Source: an optimization exercise on an open RTL-to-GDS flow (aim: a short achievable clock period and few clock cycles per item). Production flows keep margins and buffers that such runs may drop. No run shown here included a check of the RTL's function; only the layout flow was run. No activity file was given, so power comes from the tool's default toggle rates.

`design/flow/constraint.sdc`:
```
create_clock -name core_clock -period 4.5 [get_ports {clock}]
set_input_delay 0.9000 -clock core_clock [delete_from_list [all_inputs] [get_ports {clock}]]
set_output_delay 0.9000 -clock core_clock [all_outputs]
set_load 0.01 [all_outputs]
```
`design/flow/run.sh`:
```
#!/bin/bash
# synth_recipe.tcl (not shown) runs the flow's synth.tcl, then flattens the netlist and writes it again
# the make line also repeats each setting of config.mk as NAME=value (left out here)
make -C /OpenROAD-flow-scripts/flow DESIGN_CONFIG=/design/flow/config.mk WORK_HOME=/design/flow/orfs CLKGATE_MAP_FILE= SYNTH_SCRIPT=/design/flow/synth_recipe.tcl finish
```
`design/flow/design.v`:
```
module coordinate_to_grid(coord_x, coord_y, grid_x, grid_y);
    input [13:0] coord_x;
    input [12:0] coord_y;
    output [5:0] grid_x;
    output [4:0] grid_y;
    assign grid_x = coord_x[13:8];
    assign grid_y = coord_y[12:8];
endmodule
module ks_adder(a, b, sum, cout);
    parameter W = 8;
    input [W-1:0] a, b;
    output [W-1:0] sum;
    output cout;
    localparam L = $clog2(W);
    wire [W-1:0] g [0:L];
    wire [W-1:0] p [0:L];
    assign g[0] = a & b;
    assign p[0] = a ^ b;
    genvar i, k;
    generate
        for (k = 0; k < L; k = k + 1) begin : lvl
            for (i = 0; i < W; i = i + 1) begin : bi
                if (i >= (1 << k)) begin : comb
                    assign g[k+1][i] = g[k][i] | (p[k][i] & g[k][i - (1 << k)]);
                    assign p[k+1][i] = p[k][i] & p[k][i - (1 << k)];
                end
                else begin : thru
                    assign g[k+1][i] = g[k][i];
                    assign p[k+1][i] = p[k][i];
                end
            end
        end
    endgenerate
    assign sum = p[0] ^ {g[L][W-2:0], 1'b0};
    assign cout = g[L][W-1];
endmodule
module step_one(a, up, dn);
    parameter W = 7;
    input [W-1:0] a;
    output [W-1:0] up, dn;
    genvar i;
    generate
        for (i = 0; i < W; i = i + 1) begin : bi
            if (i == 0) begin : b0
                assign up[0] = ~a[0];
                assign dn[0] = ~a[0];
            end
            else begin : bn
                assign up[i] = a[i] ^ (&a[i-1:0]);
                assign dn[i] = a[i] ^ ~(|a[i-1:0]);
            end
        end
    endgenerate
endmodule
module bytian_to_vector(hi, lo, px, py, nx, ny, w0, w1);
    input [7:0] hi, lo;
    output [6:0] px, py, nx, ny;
    output w0, w1;
    wire [29:0] v;
    assign {w1, w0, ny, nx, py, px} = v;
    assign v[0] = (hi[0] & (lo[1] | lo[3] | lo[6])) |
                  (hi[1] & (lo[0] | lo[3] | lo[5] | lo[7])) |
                  (hi[2] & (lo[0] | lo[2] | lo[4] | lo[6])) |
                  (hi[3] & (lo[0] | lo[2] | lo[4] | lo[6])) |
                  (hi[4] & (lo[0] | lo[2] | lo[3] | lo[5])) |
                  (hi[5] & (lo[0] | lo[3] | lo[6] | lo[7])) |
                  (hi[6] & (lo[2] | lo[3] | lo[4])) |
                  hi[7];
    assign v[1] = (hi[0] & (lo[2] | lo[3] | lo[5] | lo[6])) |
                  (hi[1] & (lo[1] | lo[4] | lo[5])) |
                  (hi[2] & (lo[0] | lo[3] | lo[4] | lo[7])) |
                  (hi[3] & (lo[0] | lo[3] | lo[4] | lo[7])) |
                  (hi[4] & (lo[0] | lo[4] | lo[5])) |
                  (hi[5] & (lo[1] | lo[2] | lo[3])) |
                  (hi[6] & (lo[0] | lo[1] | lo[2] | lo[3] | lo[4]));
    assign v[2] = (hi[0] & (lo[4] | lo[5] | lo[6])) |
                  (hi[1] & (lo[2] | lo[3] | lo[4] | lo[5])) |
                  (hi[2] & (lo[1] | lo[2] | lo[3] | lo[4])) |
                  (hi[3] & (lo[1] | lo[2] | lo[3] | lo[4])) |
                  (hi[4] & (lo[1] | lo[2] | lo[3] | lo[4] | lo[5])) |
                  (hi[5] & (lo[4] | lo[5] | lo[6] | lo[7])) |
                  (hi[6] & (lo[0] | lo[1] | lo[2] | lo[3] | lo[4]));
    assign v[3] = (hi[0] & (lo[7])) |
                  (hi[1] & (lo[0] | lo[1] | lo[2] | lo[3] | lo[4] | lo[5])) |
                  (hi[2] & (lo[5] | lo[6] | lo[7])) |
                  (hi[3] & (lo[0] | lo[1] | lo[2] | lo[3] | lo[4])) |
                  (hi[4] & (lo[6] | lo[7])) |
                  hi[5] |
                  (hi[6] & (lo[0] | lo[1] | lo[2] | lo[3] | lo[4]));
    assign v[4] = (hi[1] & (lo[6] | lo[7])) |
                  hi[2] |
                  (hi[3] & (lo[0] | lo[1] | lo[2] | lo[3] | lo[4])) |
                  (hi[6] & (lo[5] | lo[6] | lo[7])) |
                  hi[7];
    assign v[5] = (hi[3] & (lo[5] | lo[6] | lo[7])) |
                  hi[4] |
                  hi[5] |
                  hi[6] |
                  hi[7];
    assign v[6] = 1'b0;
    assign v[7] = (hi[0] & (lo[1] | lo[2] | lo[3] | lo[4] | lo[5] | lo[6] | lo[7])) |
                  (hi[1] & (lo[0] | lo[4] | lo[5] | lo[6])) |
                  (hi[2] & (lo[1] | lo[2] | lo[5])) |
                  (hi[3] & (lo[0] | lo[3] | lo[5] | lo[6])) |
                  (hi[4] & (lo[0] | lo[2] | lo[4] | lo[6])) |
                  (hi[5] & (lo[0] | lo[2] | lo[4] | lo[6])) |
                  (hi[6] & (lo[0] | lo[1] | lo[3] | lo[5])) |
                  (hi[7] & (lo[0] | lo[2] | lo[5] | lo[7]));
    assign v[8] = (hi[0] & (lo[0])) |
                  (hi[1] & (lo[4] | lo[5] | lo[6] | lo[7])) |
                  (hi[2] & (lo[0] | lo[5] | lo[6] | lo[7])) |
                  (hi[3] & (lo[3] | lo[4])) |
                  (hi[4] & (lo[0] | lo[1] | lo[4] | lo[5])) |
                  (hi[5] & (lo[0] | lo[1] | lo[4] | lo[5])) |
                  (hi[6] & (lo[0] | lo[3] | lo[4] | lo[7])) |
                  (hi[7] & (lo[2] | lo[3] | lo[5] | lo[6]));
    assign v[9] = (hi[1] & (lo[4] | lo[5] | lo[6] | lo[7])) |
                  (hi[2] & (lo[0] | lo[1] | lo[2] | lo[3] | lo[4])) |
                  (hi[3] & (lo[3] | lo[4] | lo[5] | lo[6] | lo[7])) |
                  (hi[4] & (lo[4] | lo[5] | lo[6] | lo[7])) |
                  (hi[5] & (lo[4] | lo[5] | lo[6] | lo[7])) |
                  (hi[6] & (lo[3] | lo[4] | lo[5] | lo[6])) |
                  (hi[7] & (lo[2] | lo[3] | lo[4]));
    assign v[10] = (hi[1] & (lo[4] | lo[5] | lo[6] | lo[7])) |
                  hi[2] |
                  (hi[3] & (lo[0] | lo[1] | lo[2])) |
                  (hi[4] & (lo[4] | lo[5] | lo[6] | lo[7])) |
                  (hi[5] & (lo[0] | lo[1] | lo[2] | lo[3])) |
                  (hi[6] & (lo[3] | lo[4] | lo[5] | lo[6] | lo[7])) |
                  (hi[7] & (lo[0] | lo[1]));
    assign v[11] = hi[0] |
                  (hi[1] & (lo[0] | lo[1] | lo[2] | lo[3])) |
                  (hi[4] & (lo[4] | lo[5] | lo[6] | lo[7])) |
                  hi[5] |
                  (hi[6] & (lo[0] | lo[1] | lo[2]));
    assign v[12] = hi[0] |
                  hi[1] |
                  hi[2] |
                  hi[3] |
                  (hi[4] & (lo[0] | lo[1] | lo[2] | lo[3]));
    assign v[13] = 1'b0;
    assign v[14] = (hi[0] & (lo[1] | lo[3] | lo[6])) |
                  (hi[1] & (lo[0] | lo[3] | lo[5] | lo[7])) |
                  (hi[2] & (lo[0] | lo[2] | lo[4] | lo[6])) |
                  (hi[3] & (lo[0] | lo[2] | lo[4] | lo[6])) |
                  (hi[4] & (lo[0] | lo[2] | lo[3] | lo[5])) |
                  (hi[5] & (lo[0] | lo[3] | lo[6] | lo[7])) |
                  (hi[6] & (lo[2] | lo[3] | lo[4])) |
                  hi[7];
    assign v[15] = (hi[0] & (lo[1] | lo[2] | lo[5])) |
                  (hi[1] & (lo[0] | lo[1] | lo[3] | lo[4] | lo[7])) |
                  (hi[2] & (lo[2] | lo[3] | lo[6] | lo[7])) |
                  (hi[3] & (lo[2] | lo[3] | lo[6] | lo[7])) |
                  (hi[4] & (lo[2] | lo[3] | lo[4])) |
                  (hi[5] & (lo[0] | lo[1] | lo[2] | lo[6] | lo[7])) |
                  (hi[6] & (lo[0] | lo[1])) |
                  hi[7];
    assign v[16] = (hi[0] & (lo[1] | lo[2] | lo[3] | lo[4])) |
                  (hi[1] & (lo[0] | lo[1] | lo[2] | lo[7])) |
                  (hi[2] & (lo[0] | lo[1] | lo[6] | lo[7])) |
                  (hi[3] & (lo[0] | lo[1] | lo[6] | lo[7])) |
                  (hi[4] & (lo[0] | lo[1])) |
                  (hi[5] & (lo[0] | lo[1] | lo[2] | lo[3] | lo[4] | lo[5])) |
                  hi[7];
    assign v[17] = (hi[0] & (lo[1] | lo[2] | lo[3] | lo[4] | lo[5] | lo[6] | lo[7])) |
                  (hi[1] & (lo[7])) |
                  (hi[2] & (lo[0] | lo[1] | lo[2] | lo[3] | lo[4] | lo[5])) |
                  (hi[3] & (lo[6] | lo[7])) |
                  hi[4] |
                  hi[7];
    assign v[18] = (hi[0] & (lo[1] | lo[2] | lo[3] | lo[4] | lo[5] | lo[6] | lo[7])) |
                  (hi[1] & (lo[0] | lo[1] | lo[2] | lo[3] | lo[4] | lo[5] | lo[6])) |
                  (hi[3] & (lo[6] | lo[7])) |
                  hi[4] |
                  hi[5] |
                  hi[6];
    assign v[19] = (hi[0] & (lo[1] | lo[2] | lo[3] | lo[4] | lo[5] | lo[6] | lo[7])) |
                  hi[1] |
                  hi[2] |
                  (hi[3] & (lo[0] | lo[1] | lo[2] | lo[3] | lo[4] | lo[5]));
    assign v[20] = (hi[0] & (lo[1] | lo[2] | lo[3] | lo[4] | lo[5] | lo[6] | lo[7])) |
                  hi[1] |
                  hi[2] |
                  hi[3] |
                  hi[4] |
                  hi[5] |
                  hi[6] |
                  hi[7];
    assign v[21] = (hi[0] & (lo[1] | lo[2] | lo[3] | lo[4] | lo[5] | lo[6] | lo[7])) |
                  (hi[1] & (lo[0] | lo[4] | lo[5] | lo[6])) |
                  (hi[2] & (lo[1] | lo[2] | lo[5])) |
                  (hi[3] & (lo[0] | lo[3] | lo[5] | lo[6])) |
                  (hi[4] & (lo[0] | lo[2] | lo[4] | lo[6])) |
                  (hi[5] & (lo[0] | lo[2] | lo[4] | lo[6])) |
                  (hi[6] & (lo[0] | lo[1] | lo[3] | lo[5])) |
                  (hi[7] & (lo[0] | lo[2] | lo[5] | lo[7]));
    assign v[22] = hi[0] |
                  (hi[1] & (lo[0] | lo[7])) |
                  (hi[2] & (lo[0] | lo[1] | lo[2] | lo[6] | lo[7])) |
                  (hi[3] & (lo[0] | lo[4] | lo[5] | lo[6])) |
                  (hi[4] & (lo[1] | lo[2] | lo[5] | lo[6])) |
                  (hi[5] & (lo[1] | lo[2] | lo[5] | lo[6])) |
                  (hi[6] & (lo[1] | lo[4] | lo[5] | lo[7])) |
                  (hi[7] & (lo[0] | lo[3] | lo[6] | lo[7]));
    assign v[23] = hi[0] |
                  (hi[1] & (lo[0])) |
                  (hi[2] & (lo[3] | lo[4] | lo[5] | lo[6] | lo[7])) |
                  (hi[3] & (lo[0] | lo[7])) |
                  (hi[4] & (lo[0] | lo[1] | lo[2] | lo[7])) |
                  (hi[5] & (lo[0] | lo[1] | lo[2] | lo[7])) |
                  (hi[6] & (lo[0] | lo[1] | lo[6] | lo[7])) |
                  (hi[7] & (lo[0] | lo[4] | lo[5] | lo[6] | lo[7]));
    assign v[24] = hi[0] |
                  (hi[1] & (lo[0])) |
                  (hi[3] & (lo[1] | lo[2] | lo[3] | lo[4] | lo[5] | lo[6] | lo[7])) |
                  (hi[4] & (lo[0] | lo[1] | lo[2])) |
                  (hi[5] & (lo[3] | lo[4] | lo[5] | lo[6] | lo[7])) |
                  (hi[6] & (lo[0] | lo[1])) |
                  (hi[7] & (lo[1] | lo[2] | lo[3] | lo[4] | lo[5] | lo[6] | lo[7]));
    assign v[25] = (hi[1] & (lo[1] | lo[2] | lo[3] | lo[4] | lo[5] | lo[6] | lo[7])) |
                  hi[2] |
                  hi[3] |
                  (hi[4] & (lo[0] | lo[1] | lo[2])) |
                  (hi[6] & (lo[2] | lo[3] | lo[4] | lo[5] | lo[6] | lo[7])) |
                  hi[7];
    assign v[26] = (hi[4] & (lo[3] | lo[4] | lo[5] | lo[6] | lo[7])) |
                  hi[5] |
                  hi[6] |
                  hi[7];
    assign v[27] = hi[0] |
                  hi[1] |
                  hi[2] |
                  hi[3] |
                  hi[4] |
                  hi[5] |
                  hi[6] |
                  hi[7];
    assign v[28] = (hi[4] & (lo[1] | lo[2] | lo[3] | lo[4] | lo[5] | lo[6] | lo[7])) |
                  hi[5] |
                  hi[6] |
                  hi[7];
    assign v[29] = hi[0] |
                  hi[1] |
                  hi[2] |
                  hi[3];
endmodule
module raytracer(clock, reset,
                 start, pos_x, pos_y, angle,
                 grid_x, grid_y, grid_out,
                 room, push, push_cell, push_vert);
    input clock;
    input reset;
    input start;
    input [13:0] pos_x;
    input [12:0] pos_y;
    input [7:0] angle;
    output [5:0] grid_x;
    output [4:0] grid_y;
    input [2:0] grid_out;
    input room;                  
    output push;                 
    output [2:0] push_cell;      
    output push_vert;            
    reg [13:0] p0x;
    reg [12:0] p0y;
    reg [7:0] a0;
    reg boot;                    
    reg running;
    reg [6:0] ncols;             
    reg okr;                     
    reg [1:0] aq;
    reg [7:0] ah, al;
    reg [6:0] rx, ry, rnx, rny;
    reg rw0, rw1;
    wire [6:0] rom_x, rom_y, rom_nx, rom_ny;
    wire rom_w0, rom_w1;
    bytian_to_vector btv0 (.hi(ah), .lo(al), .px(rom_x), .py(rom_y), .nx(rom_nx), .ny(rom_ny),
                           .w0(rom_w0), .w1(rom_w1));
    reg [6:0] ndx, ndy;
    reg nwide;
    always @(*) begin
        case (aq)
            2'd0: begin ndx = rx;  ndy = ry;  end
            2'd1: begin ndx = ry;  ndy = rnx; end
            2'd2: begin ndx = rnx; ndy = rny; end
            default: begin ndx = rny; ndy = rx; end
        endcase
        nwide = aq[0] ? rw1 : rw0;
    end
    wire [7:0] afirst = a0 + 8'd176;     
    reg act;                     
    reg [6:0] dx, dy;
    reg wide;
    reg [6:0] xa, ya;            
    reg incx, decx;              
    reg incy, decy;
    reg [6:0] xb;                
    reg [5:0] yb;                
    reg [5:0] ptx;               
    reg [4:0] pty;
    reg rv;
    reg [2:0] gq;
    reg wq;                      
    reg exq, eyq;
    wire [5:0] tx = xb[6:1];
    wire [4:0] ty = yb[5:1];
    assign grid_x = tx;
    assign grid_y = ty;
    wire [6:0] nxa, nya;
    wire ncxa, ncya;
    ks_adder #(.W(7)) addxa (.a(xa), .b(dx), .sum(nxa), .cout(ncxa));
    ks_adder #(.W(7)) addya (.a(ya), .b(dy), .sum(nya), .cout(ncya));
    wire [6:0] xb_up, xb_dn;
    wire [5:0] yb_up, yb_dn;
    step_one #(.W(7)) sox (.a(xb), .up(xb_up), .dn(xb_dn));
    step_one #(.W(6)) soy (.a(yb), .up(yb_up), .dn(yb_dn));
    wire [6:0] nxb = incx ? xb_up : (decx ? xb_dn : xb);
    wire [5:0] nyb = incy ? yb_up : (decy ? yb_dn : yb);
    wire hit = rv & wq;
    wire cstart = okr & (~act | hit);
    assign push = hit;
    assign push_cell = gq;
    assign push_vert = (exq & ~eyq) | (wide & ~(exq ^ eyq));
    always @(posedge clock) begin
        rx <= rom_x;
        ry <= rom_y;
        rnx <= rom_nx;
        rny <= rom_ny;
        rw0 <= rom_w0;
        rw1 <= rom_w1;
        gq <= grid_out;
        wq <= grid_out != 3'd0;
        exq <= tx != ptx;
        eyq <= ty != pty;
        if (cstart) begin
            xa <= p0x[6:0];
            ya <= p0y[6:0];
            xb <= p0x[13:7];
            yb <= p0y[12:7];
            incx <= 1'b0;
            decx <= 1'b0;
            incy <= 1'b0;
            decy <= 1'b0;
            ptx <= p0x[13:8];
            pty <= p0y[12:8];
            dx <= ndx;
            dy <= ndy;
            wide <= nwide;
        end
        else begin
            xa <= nxa;
            ya <= nya;
            incx <= ncxa & ~dx[6];
            decx <= ~ncxa & dx[6];
            incy <= ncya & ~dy[6];
            decy <= ~ncya & dy[6];
            xb <= nxb;
            yb <= nyb;
            ptx <= tx;
            pty <= ty;
        end
        if (boot) begin
            aq <= afirst[7:6];
            ah <= 8'd1 << afirst[5:3];
            al <= 8'd1 << afirst[2:0];
        end
        else if (cstart) begin
            al <= {al[6:0], al[7]};
            if (al[7])
                ah <= {ah[6:0], ah[7]};
            if (al[7] & ah[7])
                aq <= aq + 2'd1;
        end
        if (reset) begin
            running <= 1'b0;
            boot <= 1'b0;
            act <= 1'b0;
            rv <= 1'b0;
            okr <= 1'b0;
        end
        else if (start) begin
            p0x <= pos_x;
            p0y <= pos_y;
            a0 <= angle;
            boot <= 1'b1;
            running <= 1'b1;
            ncols <= 7'd0;
            act <= 1'b0;
            rv <= 1'b0;
            okr <= 1'b0;
        end
        else begin
            boot <= 1'b0;
            if (cstart)
                ncols <= ncols + 7'd1;
            act <= cstart | (act & ~hit);
            rv <= act & ~hit;
            okr <= running & ~boot & (ncols != 7'd120) & room;
        end
    end
endmodule
module draw_vertical_line(clock, reset,
                          start, have, wcell, vert, pop,
                          done, vga_x, vga_y, vga_colour, vga_write);
    input clock;
    input reset;
    input start;
    input have;                  
    input [2:0] wcell;           
    input vert;                  
    output pop;                  
    output reg done;
    output reg [7:0] vga_x;
    output reg [6:0] vga_y;
    output reg [17:0] vga_colour;
    output reg vga_write;
    reg [6:0] wcol;
    reg [6:0] wy;
    reg col_end;                 
    reg last_col;                
    assign pop = have & col_end;
    always @(posedge clock) begin
        vga_x <= {1'b0, wcol};
        vga_y <= wy;
        if (vert)
            vga_colour <= { {6{wcell[2]}}, {6{wcell[1]}}, {6{wcell[0]}} };
        else
            vga_colour <= { {2{wcell[2]}}, 4'b0, {2{wcell[1]}}, 4'b0, {2{wcell[0]}}, 4'b0 };
        if (reset | start) begin
            wcol <= 7'd0;
            wy <= 7'd0;
            col_end <= 1'b0;
            last_col <= 1'b0;
            vga_write <= 1'b0;
            done <= 1'b0;
        end
        else begin
            vga_write <= have;
            done <= pop & last_col;
            if (have) begin
                if (col_end) begin
                    wy <= 7'd0;
                    col_end <= 1'b0;
                    wcol <= wcol + 7'd1;
                    last_col <= wcol == 7'd118;
                end
                else begin
                    wy <= wy + 7'd1;
                    col_end <= wy == 7'd118;
                end
            end
        end
    end
endmodule
module draw_fpv(clock, reset,
                start, done,
                player_pos_x, player_pos_y, player_angle,
                grid_x, grid_y, grid_out,
                vga_x, vga_y, vga_colour, vga_write);
    input clock;
    input reset;
    input start;
    output done;
    input [13:0] player_pos_x;
    input [12:0] player_pos_y;
    input [7:0] player_angle;
    output [5:0] grid_x;
    output [4:0] grid_y;
    input [2:0] grid_out;
    output [7:0] vga_x;
    output [6:0] vga_y;
    output [17:0] vga_colour;
    output vga_write;
    reg [3:0] q [0:7];
    reg [2:0] wp, rp;
    reg [7:0] occ;               
    wire push, pop;
    wire [2:0] push_cell;
    wire push_vert;
    wire room = ~occ[5];
    wire have = occ[0];
    wire [3:0] head = q[rp];
    raytracer rt0 (.clock(clock),
                   .reset(reset),
                   .start(start),
                   .pos_x(player_pos_x),
                   .pos_y(player_pos_y),
                   .angle(player_angle),
                   .grid_x(grid_x),
                   .grid_y(grid_y),
                   .grid_out(grid_out),
                   .room(room),
                   .push(push),
                   .push_cell(push_cell),
                   .push_vert(push_vert));
    draw_vertical_line dvl0 (.clock(clock),
                             .reset(reset),
                             .start(start),
                             .have(have),
                             .wcell(head[3:1]),
                             .vert(head[0]),
                             .pop(pop),
                             .done(done),
                             .vga_x(vga_x),
                             .vga_y(vga_y),
                             .vga_colour(vga_colour),
                             .vga_write(vga_write));
    always @(posedge clock) begin
        if (push)
            q[wp] <= {push_cell, push_vert};
        if (reset | start) begin
            wp <= 3'd0;
            rp <= 3'd0;
            occ <= 8'd0;
        end
        else begin
            if (push)
                wp <= wp + 3'd1;
            if (pop)
                rp <= rp + 3'd1;
            if (push & ~pop)
                occ <= {occ[6:0], 1'b1};
            else if (pop & ~push)
                occ <= {1'b0, occ[7:1]};
        end
    end
endmodule
```
`design/flow/config.mk`:
```
export PLATFORM = sky130hd
export DESIGN_NAME = draw_fpv
export DESIGN_NICKNAME = draw_fpv
export VERILOG_FILES = /design/flow/design.v
export SDC_FILE = /design/flow/constraint.sdc
export NUM_CORES = 4
export LEC_CHECK = 0
export ABC_CLOCK_PERIOD_IN_PS = 1800
export CAP_MARGIN = 20
export CORE_MARGIN = 2
export CORE_UTILIZATION = 40
export PLACE_DENSITY = 0.6
export SETUP_SLACK_MARGIN = 2.7
export SLEW_MARGIN = 20
export SYNTH_MEMORY_MAX_BITS = 16384
```
==> impl_metrics.env, run 1 <==
export IMPL_status="no timing/DRC/antenna violations"
export IMPL_port_buffer_count=85
export IMPL_cpPeakStageDelay_ns=0.41
export IMPL_syn_area_per_cell_um2=10.8
export IMPL_cap_viol_max_count=0
export IMPL_drt_pass1_iter_count=8
export IMPL_synth_area_um2=10600
export IMPL_antenna_cells=0
export IMPL_min_period_ns=2.02
export IMPL_synth_common_cells="dfxtp_1, edfxtp_1, nand2_1"
export IMPL_cpLargestDelayFamily="flip-flops"
export IMPL_grtUsageTotal_pct=16.0
export IMPL_yosysWarnings=4
export IMPL_grt_pass1_wl_um=36800
export IMPL_ff2ff_path_depth=6
export IMPL_worst_slew_pin_slew_ns=0.689
export IMPL_num_rows=59
export IMPL_ios=87
export IMPL_slew_headroom_pct=54.1
export IMPL_place_gp_congestion=0.898
export IMPL_via_per_inst=5.28
export IMPL_period_share_pct=44.8
export IMPL_slew_violations=0
export IMPL_powerDensity_nw_per_um2=494
export IMPL_fp_dieArea_um2=27700
export IMPL_grt_max_degree=43
export IMPL_yosysTopAreaCell="edfxtp_1"
export IMPL_clock_sinks=241
export IMPL_drcViolationCount=0
export IMPL_finalHoldViolations=0
export IMPL_die_width_um=166
export IMPL_syn2layout_area_growth_pct=24.7
export IMPL_grt_pass1_vias=7277
export IMPL_clockBufferDepth=3
export IMPL_crit_chain="buf_2"
export IMPL_start_util_pct=40.6
export IMPL_fin_nets=1148
export IMPL_critPathKind="reg2out"
export IMPL_setup_tns_ns=0
export IMPL_fmax_mhz=496
export IMPL_path_clk_slew_ns=0.06
export IMPL_wirelength_um=23000
export IMPL_grt_setup_unrepaired="yes"
export IMPL_synth_area_leaders="edfxtp_1, dfxtp_1, ha_1"
export IMPL_hold_path_end="dvl0.vga_x[6]"
export IMPL_yosysSeqAreaShare_pct=57.1
export IMPL_cp_arrival_ns=1.12
export IMPL_clock_skew_ns=0.0118
export IMPL_reg2reg_slack_ns=2.59
export IMPL_synth_distinct_cells=62
export IMPL_min_path_type="reg2reg"
export IMPL_core_area_um2=26000
export IMPL_hold_start="dvl0.wcol[6]"
export IMPL_yosysMostFrequentCell="dfxtp_1"
export IMPL_r2r_start="rt0.xb[2]"
export IMPL_critPathLaunchType="flop"
export IMPL_overflow=0
export IMPL_min_path_cells=0
export IMPL_die_y_um=166
export IMPL_cp_max_fo=2
export IMPL_clk_insertion_delay_late_ns=0.54
export IMPL_synth_nets=1047
export IMPL_setup_viol=0
export IMPL_ys_seq_elements=241
export IMPL_leakage_nw=5.08
export IMPL_numCtsBuffers=27
export IMPL_ir_drop_v=0.000350
export IMPL_htree_num_levels=1
export IMPL_synth_edf_count=120
export IMPL_required_ns=3.60
export IMPL_synth_top_cell_area_share_pct=34.1
export IMPL_dp_hpwl_um=14400
export IMPL_dr_first_iter_drc_count=738
export IMPL_ant_nets=0
export IMPL_wire_per_inst_um=16.0
export IMPL_synthCells=975
export IMPL_cts_tree="yes"
export IMPL_r2r_end="rt0.xb[4]"
export IMPL_holdBufCountCts=0
export IMPL_grt_antenna_before_repair=0
export IMPL_hold_ws_ns=0.387
export IMPL_critPathBufInv=1
export IMPL_ys_async_sr_fraction_pct=0
export IMPL_end_kind="primary output"
export IMPL_cts_root_buffer="clkbuf_16"
export IMPL_critPathSlowestCell="edfxtp_1"
export IMPL_vias=7558
export IMPL_synthFlopType="dfxtp_1"
export IMPL_drive_above_1_share_pct=22.2
## per-layer routing
layer  part of all wire (%)  track usage, %  vias up
li1                       -               -     3684
met1                     43            20.8     3548
met2                     48            27.3      271
met3                    6.4            3.07       55
met4                    2.4            4.65        0
met5                      0               0        -
## power breakdown
part | internal, mW | leakage (nW) | switching, mW | total (mW)
clock | 1.41 | 0.473 | 0.883 | 2.30
combinational | 0.727 | 2.49 | 0.716 | 1.44
sequential | 2.61 | 2.12 | 0.150 | 2.76
## how the worst max path moves through the flow
stage,startpoint,endpoint,slack (ns),depth (start not counted)
after floorplan,start,rt0.a0[0],2.50,2
after global placement,start,rt0.p0x[3],1.47,2
after detailed placement,start,rt0.p0x[3],1.43,2
after CTS,rt0.xb[1],grid_x[0],2.46,1
after global routing,rt0.xb[2],grid_x[1],2.44,1
final,rt0.xb[2],grid_x[1],2.48,1
## placed cells by master, fill, tap and decap left out, types with 24 or more instances in the layout
cell type,n
ha_1,25
edfxtp_1,120
nand2_1,89
inv_1,49
buf_4,58
dfxtp_1,107
a21oi_1,47
buf_6,26
mux2i_1,24
clkdlybuf4s50_1,38
nand3_1,32
nor2_1,88
clkbuf_16,31
o21ai_0,31
## registers in the layout, indices dropped and copies added, names as in the netlist, 8 cells and up, named ones only
register  cells
rt0.p0x      14
occ           8
rt0.ah        8
rt0.a0        8
rt0.al        8
rt0.p0y      13
q            32
## what timing repair did
| item | in CTS | in global routing |
|---|---|---|
| cloned | 3 | 0 |
| resized for setup | 245 | 42 |
| pin swaps | 16 | 21 |
| buffers inserted | 47 | 15 |
| setup endpoints to repair | 214 | 121 |
## metrics by stage
step | utilization (%) | cell area (um^2) | setup WS [ns] | std cells | total power [mW]
2_1_floorplan | - | 10600 | 2.50 | 975 | 3.76
3_3_place_gp | 44.1 | 11400 | 1.47 | 1317 | 4.01
3_5_place_dp | 44.1 | 11400 | 1.43 | 1317 | 4.04
4_1_cts | 49.6 | 12900 | 2.46 | 1417 | 6.48
5_1_grt | 50.7 | 13200 | 2.44 | 1432 | 6.85
6_report | 50.7 | 13200 | 2.48 | 1432 | 6.50
## final cells by class
cell class | count | area, um^2
clock buffers | 40 | 840
clock inverters | 10 | 119
flip-flops and latches | 241 | 6050
repair buffers | 151 | 1360
well taps | 335 | 419
multi-input cells | 601 | 4160
inverters | 54 | 219
fillers | 2328 | 12800
## kinds of logic (layout without fill, tap and decap cells)
| group | count (synthesis) | count (layout) | share of synthesized area [%] |
|---|---|---|---|
| simple gates | 310 | 311 | 13.9 |
| compound gates | 177 | 177 | 11.3 |
| buf+inv | 134 | 255 | 5.78 |
| flops | 241 | 241 | 57.1 |
| fa+ha+maj | 31 | 31 | 3.81 |
| other cells | 1 | 1 | 0.0355 |
| xor+xnor | 45 | 45 | 3.73 |
| mux | 36 | 36 | 4.41 |
==> run 2, diff against run 1 <==
--- a/design/flow/design.v
+++ b/design/flow/design.v
@@ -36,20 +36,2 @@
 endmodule
-module step_one(a, up, dn);
-    parameter W = 7;
-    input [W-1:0] a;
-    output [W-1:0] up, dn;
-    genvar i;
-    generate
-        for (i = 0; i < W; i = i + 1) begin : bi
-            if (i == 0) begin : b0
-                assign up[0] = ~a[0];
-                assign dn[0] = ~a[0];
-            end
-            else begin : bn
-                assign up[i] = a[i] ^ (&a[i-1:0]);
-                assign dn[i] = a[i] ^ ~(|a[i-1:0]);
-            end
-        end
-    endgenerate
-endmodule
 module bytian_to_vector(hi, lo, px, py, nx, ny, w0, w1);
@@ -263,5 +245,2 @@
     output push_vert;            
-    reg [13:0] p0x;
-    reg [12:0] p0y;
-    reg [7:0] a0;
     reg boot;                    
@@ -272,4 +251,2 @@
     reg [7:0] ah, al;
-    reg [6:0] rx, ry, rnx, rny;
-    reg rw0, rw1;
     wire [6:0] rom_x, rom_y, rom_nx, rom_ny;
@@ -278,14 +255,16 @@
                            .w0(rom_w0), .w1(rom_w1));
-    reg [6:0] ndx, ndy;
-    reg nwide;
+    reg [6:0] qdx, qdy;
+    reg qwide;
     always @(*) begin
         case (aq)
-            2'd0: begin ndx = rx;  ndy = ry;  end
-            2'd1: begin ndx = ry;  ndy = rnx; end
-            2'd2: begin ndx = rnx; ndy = rny; end
-            default: begin ndx = rny; ndy = rx; end
+            2'd0: begin qdx = rom_x;  qdy = rom_y;  end
+            2'd1: begin qdx = rom_y;  qdy = rom_nx; end
+            2'd2: begin qdx = rom_nx; qdy = rom_ny; end
+            default: begin qdx = rom_ny; qdy = rom_x; end
         endcase
-        nwide = aq[0] ? rw1 : rw0;
+        qwide = aq[0] ? rom_w1 : rom_w0;
     end
-    wire [7:0] afirst = a0 + 8'd176;     
+    reg [6:0] ndx, ndy;
+    reg nwide;
+    wire [7:0] afirst = angle + 8'd176;     
     reg act;                     
@@ -312,8 +291,7 @@
     ks_adder #(.W(7)) addya (.a(ya), .b(dy), .sum(nya), .cout(ncya));
-    wire [6:0] xb_up, xb_dn;
-    wire [5:0] yb_up, yb_dn;
-    step_one #(.W(7)) sox (.a(xb), .up(xb_up), .dn(xb_dn));
-    step_one #(.W(6)) soy (.a(yb), .up(yb_up), .dn(yb_dn));
-    wire [6:0] nxb = incx ? xb_up : (decx ? xb_dn : xb);
-    wire [5:0] nyb = incy ? yb_up : (decy ? yb_dn : yb);
+    wire [6:0] nxb;
+    wire [5:0] nyb;
+    wire unused_cx, unused_cy;
+    ks_adder #(.W(7)) addxb (.a(xb), .b({{6{decx}}, incx | decx}), .sum(nxb), .cout(unused_cx));
+    ks_adder #(.W(6)) addyb (.a(yb), .b({{5{decy}}, incy | decy}), .sum(nyb), .cout(unused_cy));
     wire hit = rv & wq;
@@ -324,8 +302,5 @@
     always @(posedge clock) begin
-        rx <= rom_x;
-        ry <= rom_y;
-        rnx <= rom_nx;
-        rny <= rom_ny;
-        rw0 <= rom_w0;
-        rw1 <= rom_w1;
+        ndx <= qdx;
+        ndy <= qdy;
+        nwide <= qwide;
         gq <= grid_out;
@@ -335,6 +310,6 @@
         if (cstart) begin
-            xa <= p0x[6:0];
-            ya <= p0y[6:0];
-            xb <= p0x[13:7];
-            yb <= p0y[12:7];
+            xa <= pos_x[6:0];
+            ya <= pos_y[6:0];
+            xb <= pos_x[13:7];
+            yb <= pos_y[12:7];
             incx <= 1'b0;
@@ -343,4 +318,4 @@
             decy <= 1'b0;
-            ptx <= p0x[13:8];
-            pty <= p0y[12:8];
+            ptx <= pos_x[13:8];
+            pty <= pos_y[12:8];
             dx <= ndx;
@@ -381,5 +356,2 @@
         else if (start) begin
-            p0x <= pos_x;
-            p0y <= pos_y;
-            a0 <= angle;
             boot <= 1'b1;
==> impl_metrics.env, run 2 <==
export IMPL_grt_pass1_vias=7017
export IMPL_cts_root_buffer="clkbuf_16"
export IMPL_final_setup_worst_slack_ns=2.45
export IMPL_grt_setup_unrepaired="yes"
export IMPL_num_rows=55
export IMPL_grt_max_degree=59
export IMPL_core_area_um2=22600
export IMPL_status="no timing/DRC/antenna violations"
export IMPL_drt_pass1_iter_count=6
export IMPL_period_share_pct=45.5
export IMPL_end_kind="flop"
export IMPL_critPathLaunchType="flop"
export IMPL_ir_drop_v=0.000224
export IMPL_leakage_nw=4.61
export IMPL_ys_async_sr_fraction_pct=0
export IMPL_cap_viol_max_count=0
export IMPL_slew_violations=0
export IMPL_fin_nets=1146
export IMPL_grtUsageTotal_pct=17.6
export IMPL_largest_reg_flops=32
export IMPL_setup_viol=0
export IMPL_wire_per_inst_um=15.5
export IMPL_antenna_cells=0
export IMPL_required_ns=4.75
export IMPL_fp_dieArea_um2=24300
export IMPL_yosysTopAreaCell="dfxtp_1"
export IMPL_synth_nets=1021
export IMPL_ios=87
export IMPL_grt_antenna_before_repair=0
export IMPL_synth_area_um2=9220
export IMPL_htree_num_levels=4
export IMPL_synthCells=936
export IMPL_hold_start="dvl0.wy[6]"
export IMPL_start_util_pct=40.7
export IMPL_min_path_type="reg2reg"
export IMPL_finalHoldViolations=0
export IMPL_via_per_inst=5.31
export IMPL_critPathKind="reg2reg"
export IMPL_dr_first_iter_drc_count=627
export IMPL_dp_hpwl_um=13200
export IMPL_clock_skew_ns=0.0136
export IMPL_worst_slew_pin_slew_ns=0.871
export IMPL_synth_distinct_cells=71
export IMPL_crit_path_start="rt0.al[4]"
export IMPL_clock_sinks=195
export IMPL_fmax_mhz=488
export IMPL_syn_area_per_cell_um2=9.85
export IMPL_r2r_start="rt0.al[4]"
export IMPL_wirelength_um=21100
export IMPL_drive_above_1_share_pct=29.0
export IMPL_syn2layout_area_growth_pct=29.8
export IMPL_largest_register="q"
export IMPL_place_gp_congestion=0.933
export IMPL_die_y_um=156
export IMPL_path_clk_slew_ns=0.07
export IMPL_synth_area_leaders="dfxtp_1, edfxtp_1, ha_1"
export IMPL_overflow=0
export IMPL_powerDensity_nw_per_um2=457
export IMPL_fillCellCount=2019
export IMPL_cts_tree="yes"
export IMPL_yosysWarnings=5
export IMPL_vias=7216
export IMPL_grt_pass1_wl_um=34200
export IMPL_synth_edf_count=72
export IMPL_ys_seq_elements=195
export IMPL_synth_common_cells="dfxtp_1, nand2_1, nor2_1"
export IMPL_ant_nets=0
export IMPL_die_width_um=156
export IMPL_pre_cts_slack_ns=1.98
export IMPL_hold_ws_ns=0.390
export IMPL_mostFrequentLayoutCell="dfxtp_1"
export IMPL_slew_headroom_pct=41.9
export IMPL_cp_max_fo=4
export IMPL_port_buffer_count=85
export IMPL_clockBufferDepth=2
export IMPL_synth_top_cell_area_share_pct=26.7
export IMPL_synthFlopType="dfxtp_1"
export IMPL_yosysSeqAreaShare_pct=50.2
export IMPL_drcViolationCount=0
export IMPL_cp_arrival_ns=2.30
export IMPL_min_period_ns=2.05
export IMPL_clk_insertion_delay_late_ns=0.43
export IMPL_setup_tns_ns=0
export IMPL_final_cell_mix="dfxtp_1, nand2_1, nor2_1, buf_4, edfxtp_1"
export IMPL_yosysMostFrequentCell="dfxtp_1"
export IMPL_fin_util_pct=52.9
export IMPL_numCtsBuffers=17
-- run 2: layer usage --
| layer | up-vias | track usage, % | part of all wire [%] |
|---|---|---|---|
| li1 | 3549 | - | - |
| met2 | 289 | 27.7 | 45 |
| met4 | 0 | 7.03 | 2.5 |
| met5 | - | 0 | 0 |
| met1 | 3317 | 23.7 | 46 |
| met3 | 61 | 3.61 | 6.1 |
-- run 2: area by class of cell --
class	instances	area (um^2)	area share (%)
inverters	58	250	2.09
flip-flops and latches	195	4680	39.1
clock buffers	18	439	3.67
multi-input cells	611	4500	37.6
well taps	285	357	2.98
clock inverters	14	145	1.21
repair buffers	178	1610	13.4
-- run 2: through the flow --
stage          cells  total power [mW]  area, um^2
2_1_floorplan    936              3.30        9240
3_3_place_gp    1234              3.55       10100
3_5_place_dp    1234              3.58       10100
4_1_cts         1347              5.31       11600
5_1_grt         1359              5.84       12000
6_report        1359              5.47       12000
-- run 2: critical path, stage by stage (launching register included) --
cell and delay [ns]:
edfxtp_1 0.41, buf_6 0.16, or4_4 0.55, nor2_4 0.13, buf_4 0.12, nor2_2 0.04
a2111oi_4 0.24, nand2b_1 0.15, a32oi_1 0.06
-- run 2: kinds of logic after synthesis --
logic type	count (synthesis)	synth area share, %
AOI/OAI and AO/OA	203	14.1
xor gates and xnor gates	42	3.99
adders and majority gates	44	6.30
buffers and inverters	131	6.46
DFF	195	50.2
muxes	24	3.72
other	1	0.0407
and+or+nand+nor	296	15.2
-- run 2: what timing repair did --
item | 4_1_cts | 5_1_grt
gates resized for setup | 311 | 76
setup buffers | 81 | 11
endpoints found under the setup margin | 182 | 110
hold buffers | 0 | 0
gates cloned | 0 | 1
pin swaps | 46 | 30
-- run 2: path summary, 6_finish.rpt --
path                    to  slack (ns)  cells after the start
max             rt0.ndy[3]        2.45                      8
min          dvl0.vga_y[6]        0.39                      0
max reg2reg     rt0.ndy[3]        2.45                      8
min reg2reg  dvl0.vga_y[6]        0.39                      0
-- run 2: where the power goes --
group,total [mW],internal (mW),switching [mW]
combinational,1.74,0.912,0.829
sequential,2.24,2.11,0.132
clock,1.49,0.796,0.693
total,5.47,3.82,1.65

[afterwards: timing with drivers on the ports]
The results above use ideal ports. As a check the final layouts listed here were re-extracted and re-timed, cells and wires unchanged. Step 1 sets driving cells, clkbuf_16 on the clock port and buf_2 on the other inputs (assumed; they add their load-dependent delay and slew). Step 2 also shifts input and output timing later by t, the mid clock arrival at the registers, as if the neighbouring blocks saw the same clock. Slacks: ideal ports / drivers / drivers and shift; pairs: ideal ports / drivers.
| run | shift t [ns] | slack for setup (ns) | cell pins on the clock port's net |
|---|---|---|---|
| run 1 | 0.583 | 2.484 / 2.440 / 2.277 | 1 |
| run 2 | 0.468 | 2.451 / 2.451 / 2.280 | 1 |
After both steps setup and hold are still met in every run listed. For run 1, which loses most, drivers alone change the setup slack by -0.044 ns; drivers and shift together by -0.207 ns.
